Background: an optimization exercise with open tools, aiming at small area. Do not read the settings as production practice.
RTL that was checked went through simulation tests only; none was proved equivalent to the original.
The RTL of run 1 was laid out without a check of its function.

## flow/design.v (module list and top-level ports; edited modules follow where they fit)
// module cordic_fa: 6 lines
// module cordic_ha: 6 lines
// module cordic_cct: 6 lines
// module cordic_cci: 6 lines
// module cordic_pipelined: 1821 lines
module cordic_pipelined(clk, z0, xn, yn);
  // ...
==> flow/flow/run.sh <==
#!/bin/bash
# The standard layout (standard.sh: ORFS from synthesis through finish), with two changes:
#  - the input/output port buffers are made from the smallest buffer cell;
#  - synthesis maps the logic with an area-oriented ABC script (flow/abc_area_map.script)
#    in place of ORFS's abc_speed.script. Everything else in synthesis is ORFS's own
#    (run from a copy of ORFS's scripts folder in which only that one file differs).
set -e
rm -rf orfs_scripts
cp -r "$FLOW_HOME/scripts" orfs_scripts
cp flow/abc_area_map.script orfs_scripts/abc_speed.script
export SCRIPTS_DIR="$PWD/orfs_scripts"
export BUFFER_PORTS_ARGS="-buffer_cell sky130_fd_sc_hd__buf_1"
cp standard.sh standard_sh.txt
bash standard.sh > standard.log 2>&1
==> flow/flow/abc_area_map.script <==
strash
dch
map -a
strash
dch
map -a
topo
stime -c
buffer -c
upsize -c
dnsize -c
==> flow/standard.sh <==
#!/bin/bash
# synth_recipe.tcl (not shown) runs the flow's synth.tcl, then flattens the netlist and writes it again
# the make line also repeats each setting of config.mk as NAME=value (left out here)
make -C /OpenROAD-flow-scripts/flow DESIGN_CONFIG=/design/flow/config.mk WORK_HOME=/design/flow/orfs CLKGATE_MAP_FILE= SYNTH_SCRIPT=/design/flow/synth_recipe.tcl "${@:-finish}"
==> flow/config.mk <==
export PLATFORM = sky130hd
export DESIGN_NAME = cordic_pipelined
export DESIGN_NICKNAME = cordic_pipelined
export VERILOG_FILES = /design/flow/design.v
export SDC_FILE = /design/flow/constraint.sdc
export NUM_CORES = 4
export LEC_CHECK = 0
export CAP_MARGIN = 20
export CORE_MARGIN = 2
export CORE_UTILIZATION = 60
export CTS_BUF_LIST = sky130_fd_sc_hd__clkbuf_8
export CTS_CLUSTER_DIAMETER = 100
export CTS_CLUSTER_SIZE = 18
export SLEW_MARGIN = 20
export SYNTH_HIERARCHICAL = 1
==> flow/constraint.sdc <==
create_clock -name core_clock -period 5.0 [get_ports {clk}]
set_input_delay 1.0000 -clock core_clock [delete_from_list [all_inputs] [get_ports {clk}]]
set_output_delay 1.0000 -clock core_clock [all_outputs]
set_load 0.01 [all_outputs]
==> results.sh, run 1 <==
export IMPL_antenna_cells=0
export IMPL_postSynthCellCount=1187
export IMPL_cp_slowest_cell="fa_1"
export IMPL_cts_tree="built"
export IMPL_clkCellAreaFrac=0.01784
export IMPL_fp_dieH_microns=157.1
export IMPL_ys_ff_latch=285
export IMPL_drt_met1_wl_microns=9695
export IMPL_yosysWarnings=7
export IMPL_die_w_microns=157.1
export IMPL_synth_cell_types=44
export IMPL_clk_transition_reported_paths_ns=0.10
export IMPL_min_path_cells=0
export IMPL_synth_most_common_cell="dfxtp_1"
export IMPL_dpl_instance_area_sq_um=14980
export IMPL_rsz0062_at_grt="yes"
export IMPL_worstSetupStartpoint="f_p6"
export IMPL_synth_top_area_share=0.4058
export IMPL_wl_per_cell_microns=16.02
export IMPL_grt_use_total=0.2220
export IMPL_final_layout_size_suffix_gt1_frac=0.09358
export IMPL_seq_area_frac_synth=0.4058
export IMPL_synthFlopType="dfxtp_1"
export IMPL_nWellTaps=319
export IMPL_synth_adder_area_share=0.3318
export IMPL_crit_path_cell_trace="xnor2_1 -> fa_1 -> fa_1 -> fa_1 -> fa_1 -> fa_1 -> fa_1 -> fa_1 -> fa_1 -> fa_1 -> inv_1 -> fa_1"
export IMPL_io_buffers=49
export IMPL_core_area_sq_um=23260
export IMPL_r2r_slack_ns=0.13
export IMPL_status="finished clean"
export IMPL_cp_data_arrival_time_ns=5.28
export IMPL_endpoint="ay7_s1_p7"
export IMPL_grt_pass1_wl_microns=42150
export IMPL_hold_ws_ns=0.3290
export IMPL_layout_commonest_cell="dfxtp_1"
export IMPL_max_clock_path_buffers=3
export IMPL_gp_congestion=0.8875
export IMPL_path_common_cell="fa_1"
export IMPL_setup_tns_ns=0
export IMPL_fin_nets=1570
==> run 2, diff against run 1 <==
--- a/flow/design.v
+++ b/flow/design.v
@@ -768,50 +768,50 @@
   wire ynh10;
   wire ynh11;
   wire ynh12;
   wire ynh13;
   wire ynh14;
   wire ynh15;
   wire ynh16;
   wire ynh17;
-  localparam [31:0] TX0 = 32'h5a401a40;
-  localparam [31:0] TY0 = 32'ha3842385;
+  localparam [31:0] TX0 = 32'h9a401a40;
+  localparam [31:0] TY0 = 32'h23842384;
   localparam [31:0] TX1 = 32'hffc4e0c0;
-  localparam [31:0] TY1 = 32'h0909b155;
-  localparam [31:0] TX2 = 32'ha2deb87a;
-  localparam [31:0] TY2 = 32'haf249520;
-  localparam [31:0] TX3 = 32'h07e344e5;
-  localparam [31:0] TY3 = 32'hf13b697a;
-  localparam [31:0] TX4 = 32'h52f7ec4a;
-  localparam [31:0] TY4 = 32'h0b11752f;
-  localparam [31:0] TX5 = 32'ha6d81865;
-  localparam [31:0] TY5 = 32'hf30e8d30;
-  localparam [31:0] TX6 = 32'h0b3c3fd0;
-  localparam [31:0] TY6 = 32'hadd6964a;
-  localparam [31:0] TX7 = 32'h0aeff750;
-  localparam [31:0] TY7 = 32'haf75510a;
-  localparam [31:0] TX8 = 32'haf37ecf5;
-  localparam [31:0] TY8 = 32'hf5917650;
+  localparam [31:0] TY1 = 32'h8909b155;
+  localparam [31:0] TX2 = 32'h22deb87b;
+  localparam [31:0] TY2 = 32'hef249522;
+  localparam [31:0] TX3 = 32'h47e344e6;
+  localparam [31:0] TY3 = 32'h313b697b;
+  localparam [31:0] TX4 = 32'h12f7ec48;
+  localparam [31:0] TY4 = 32'h8b11752e;
+  localparam [31:0] TX5 = 32'h66d81866;
+  localparam [31:0] TY5 = 32'h330e8d33;
+  localparam [31:0] TX6 = 32'h8b3c3fd1;
+  localparam [31:0] TY6 = 32'hedd69648;
+  localparam [31:0] TX7 = 32'h8aeff751;
+  localparam [31:0] TY7 = 32'hef755108;
+  localparam [31:0] TX8 = 32'hef37ecf7;
+  localparam [31:0] TY8 = 32'h75917651;
   localparam [31:0] TX9 = 32'h54f3cf2a;
   localparam [31:0] TY9 = 32'h025965bf;
-  localparam [31:0] TX10 = 32'hfbbffddf;
-  localparam [31:0] TY10 = 32'h5dd55445;
-  localparam [31:0] TX11 = 32'h5e6e767a;
-  localparam [31:0] TY11 = 32'h0737131f;
+  localparam [31:0] TX10 = 32'hbbbffddd;
+  localparam [31:0] TY10 = 32'hddd55444;
+  localparam [31:0] TX11 = 32'hde6e767b;
+  localparam [31:0] TY11 = 32'h4737131d;
   localparam [31:0] TX12 = 32'hfc766e3f;
   localparam [31:0] TY12 = 32'h56133795;
   localparam [31:0] TX13 = 32'haa7a5e55;
   localparam [31:0] TY13 = 32'hff1f0700;
-  localparam [31:0] TX14 = 32'hf6d24b6f;
-  localparam [31:0] TY14 = 32'h534b2d35;
-  localparam [31:0] TX15 = 32'h0f766ef0;
-  localparam [31:0] TY15 = 32'ha513375a;
-  localparam [31:0] TX16 = 32'hf66e766f;
-  localparam [31:0] TY16 = 32'h53371335;
+  localparam [31:0] TX14 = 32'h76d24b6e;
+  localparam [31:0] TY14 = 32'h134b2d37;
+  localparam [31:0] TX15 = 32'hcf766ef3;
+  localparam [31:0] TY15 = 32'h65133759;
+  localparam [31:0] TX16 = 32'h766e766e;
+  localparam [31:0] TY16 = 32'h13371337;
   localparam [31:0] TX17 = 32'h00000000;
   localparam [31:0] TY17 = 32'haaaaaaaa;
   wire [4:0] ta_c4 = {d4_p4,d3_p4,d2_p4,d1_p4,d0_p4};
   wire [4:0] ta_c5 = {d4_p5,d3_p5,d2_p5,d1_p5,d0_p5};
   wire [4:0] ta_c6 = {d4_p6,d3_p6,d2_p6,d1_p6,d0_p6};
   assign lx0 = TX0[ta_c4];
   assign lx1 = TX1[ta_c5];
   assign lx2 = TX2[ta_c5];
==> results.sh, run 2 <==
export IMPL_yosysWarnings=7
export IMPL_overflow=0
export IMPL_cp_slowest_cell="fa_1"
export IMPL_num_io_pins=50
export IMPL_fp_dieH_microns=157.1
export IMPL_wl_microns=25340
export IMPL_layout_commonest_cell="dfxtp_1"
export IMPL_synth_edf_count=0
export IMPL_gp_congestion=0.9113
export IMPL_synth_top_area_share=0.4044
export IMPL_path_max_fanout=5
export IMPL_fin_util=0.6543
export IMPL_die_area_sq_um=24670
export IMPL_fin_cells=1582
export IMPL_crit_buf_inv=1
export IMPL_start_util=0.6043
export IMPL_startpoint_type="register"
export IMPL_grt_pass1_wl_microns=40380
export IMPL_cap_violations=0
export IMPL_cts_max_level=1
export IMPL_synth_compound_area_frac=0.06728
export IMPL_setup_tns_ns=0
export IMPL_postSynthCellCount=1175
export IMPL_area_delta_synth_final_pct=8.268
export IMPL_antenna_left=0
export IMPL_final_layout_size_suffix_gt1_frac=0.09105
export IMPL_synthMuxAreaShare=0
export IMPL_largest_register="z1_r1"
export IMPL_cts_sinks=284
export IMPL_fin_nets=1538
export IMPL_core_area_sq_um=23260
export IMPL_antenna_found_initial=0
export IMPL_ys_ff_latch=284
export IMPL_endpoint_kind="register"
export IMPL_numCtsBuffers=19
export IMPL_dpl_instance_area_sq_um=14820
export IMPL_io_buffers=49
export IMPL_period_share=0.9735
export IMPL_fmax_ghz=0.2055
export IMPL_viasPerCell=4.913
export IMPL_seq_area_frac_synth=0.4044
export IMPL_top_regs="z1_r1: 11 flops, z3_r2: 9 flops"
export IMPL_synth_common_cells="dfxtp_1, fa_1, inv_1"
export IMPL_cts_root_buf="clkbuf_8"
export IMPL_antenna_cells=0
export IMPL_synthFlopType="dfxtp_1"
export IMPL_maxSlewHeadroom=0.3464
export IMPL_max_clock_path_buffers=3
export IMPL_vias=7772
export IMPL_fin_area_sq_um=15220
export IMPL_synth_area_sq_um=14060
export IMPL_synth_top_family_by_area="adder cells"
export IMPL_finalSetupViolations=0
export IMPL_crit_type="register to register"
export IMPL_rows=56
export IMPL_hold_violations=0
export IMPL_cts_tree="built"
export IMPL_syn_avg_cell_area_sq_um=11.96
export IMPL_drt_iter0_markers=292
export IMPL_finalClockSkew_ns=0.01372
export IMPL_path_common_cell="fa_1"
export IMPL_firstDrtPassIters=5
export IMPL_cp_slowest_stage_delay_ns=0.52
export IMPL_drc=0
export IMPL_synth_top_area_cell="dfxtp_1"
export IMPL_mostFrequentLayoutCells="dfxtp_1, fa_1, inv_1"
export IMPL_fillers=1850
export IMPL_dp_hpwl_microns=20900
export IMPL_async_flop_share=0
export IMPL_crit_family="adder cells"
export IMPL_largest_reg_flops=11
export IMPL_ctsHoldBuffers=0
export IMPL_grt_use_total=0.2129
export IMPL_yosys_top_cells_area="dfxtp_1, fa_1, xor2_1"
export IMPL_wl_per_cell_microns=16.02
export IMPL_insertion_delay_ns=0.54
export IMPL_synth_most_common_cell="dfxtp_1"
export IMPL_timing_final_max_slew_violations=0
export IMPL_status="finished clean"
export IMPL_syn_nets=1450
export IMPL_min_path_type="register to register"
export IMPL_cp_required_ns=5.42
export IMPL_clk_transition_reported_paths_ns=0.11
export IMPL_synth_adder_area_share=0.3300
export IMPL_synthSimpleGateAreaFrac=0.04299
export IMPL_grt_max_degree=24
export IMPL_tightestPinTransition_ns=0.9771
export IMPL_cp_data_arrival_time_ns=5.28
export IMPL_synth_xor_area_frac=0.1016
export IMPL_period_minus_slack_ns=4.867
export IMPL_grt_pass1_vias=8115
export IMPL_place_inst=1560
export IMPL_synth_cell_types=48
export IMPL_die_w_microns=157.1
export IMPL_crit_path_cell_trace="xnor2_1 -> fa_1 -> fa_1 -> fa_1 -> fa_1 -> fa_2 -> fa_1 -> fa_1 -> fa_1 -> inv_1 -> fa_1 -> fa_1"
run 2: changes by cell type after synthesis, sizes merged, moves of 3 or more:
cell	change
nor2	-13
nand3	+9
inv	-8
a31oi	+7
buf	+7
nand2	+5
xnor2	+5
xor2	-5
clkbuf	-4
o31ai	-4
o21ai	-3
run 2: cells by family (layout without fill, tap and decap cells):
logic type | count (synthesis) | after routing
flops | 284 | 284
fa+ha+maj | 261 | 261
buf+inv | 174 | 262
xor+xnor | 161 | 161
compound gates | 155 | 155
simple gates | 140 | 140
run 2: path summary, 6_finish.rpt:
kind                            slack (ns)         to  startpoint  cells past startpoint
worst max-delay path                  0.13  ay7_s1_p7        f_p6                     12
worst min-delay path                  0.33      d9_p7       d9_p6                      0
worst max register to register        0.13  ay7_s1_p7        f_p6                     12
worst min register to register        0.33      d9_p7       d9_p6                      0
run 2: repair_timing:
item,4_1_cts,5_1_grt
buffers inserted,0,1
cloned,0,0
pin swaps,0,3
setup endpoints to repair,3,15
resized for setup,5,23
run 2: cell type report:
| type | count | area (sq um) | area share |
|---|---|---|---|
| clock inverters | 2 | 37.54 | 0.002466 |
| multi-input cells | 717 | 7692 | 0.5054 |
| repair buffers | 101 | 591.8 | 0.03888 |
| flip-flops and latches | 284 | 5705 | 0.3748 |
| well taps | 319 | 399.1 | 0.02622 |
| inverters | 140 | 533.0 | 0.03502 |
| clock buffers | 19 | 261.5 | 0.01718 |
run 2: modules after synthesis (local to each module, per instance):
module | times used | area, sq um | cells
cordic_pipelined | 1 | 10460 | 995
cordic_fa | 180 | 20.02 | 1
run 2: per-layer routing:
| metal | up-vias | track usage | share of wire |
|---|---|---|---|
| met2 | 167 | 0.4373 | 0.57 |
| met4 | 0 | 0.06797 | 0.031 |
| met1 | 3708 | 0.2223 | 0.37 |
| met5 | - | 0 | 0 |
| li1 | 3847 | - | - |
| met3 | 50 | 0.02340 | 0.029 |
run 2: per-stage QoR:
step | hold WS, ns | setup WS (ns)
3_3_place_gp | 0.3110 | 0.01608
2_1_floorplan | 0.3096 | 0.05606
5_1_grt | 0.3369 | -0.01500
3_5_place_dp | 0.3121 | -0.01662
4_1_cts | 0.3360 | -0.006336
6_report | 0.3313 | 0.1327

re-timing with driven ports:
Ports are ideal in the flow. The routed layouts listed here were re-timed in OpenROAD. Step 1 sets driving cells, clkbuf_16 on the clock port and buf_2 on the other inputs (assumed; they add their load-dependent delay and slew). Step 2 times the ports against the registers' clock, not the clock port: input delays grow and output delays shrink by t, the midpoint of the rising clock arrivals with the driver on. Three values: ideal ports, drivers, drivers and shift; two values: the first two.
run	t, ns	slack for setup (ns)	worst hold slack (ns)	worst setup path after step 2
run 1	0.558	0.127 / 0.127 / 0.127	0.329 / 0.329 / 0.329	register to register
run 2	0.570	0.133 / 0.133 / 0.133	0.331 / 0.331 / 0.331	register to register
After both steps every run listed still meets setup and hold.
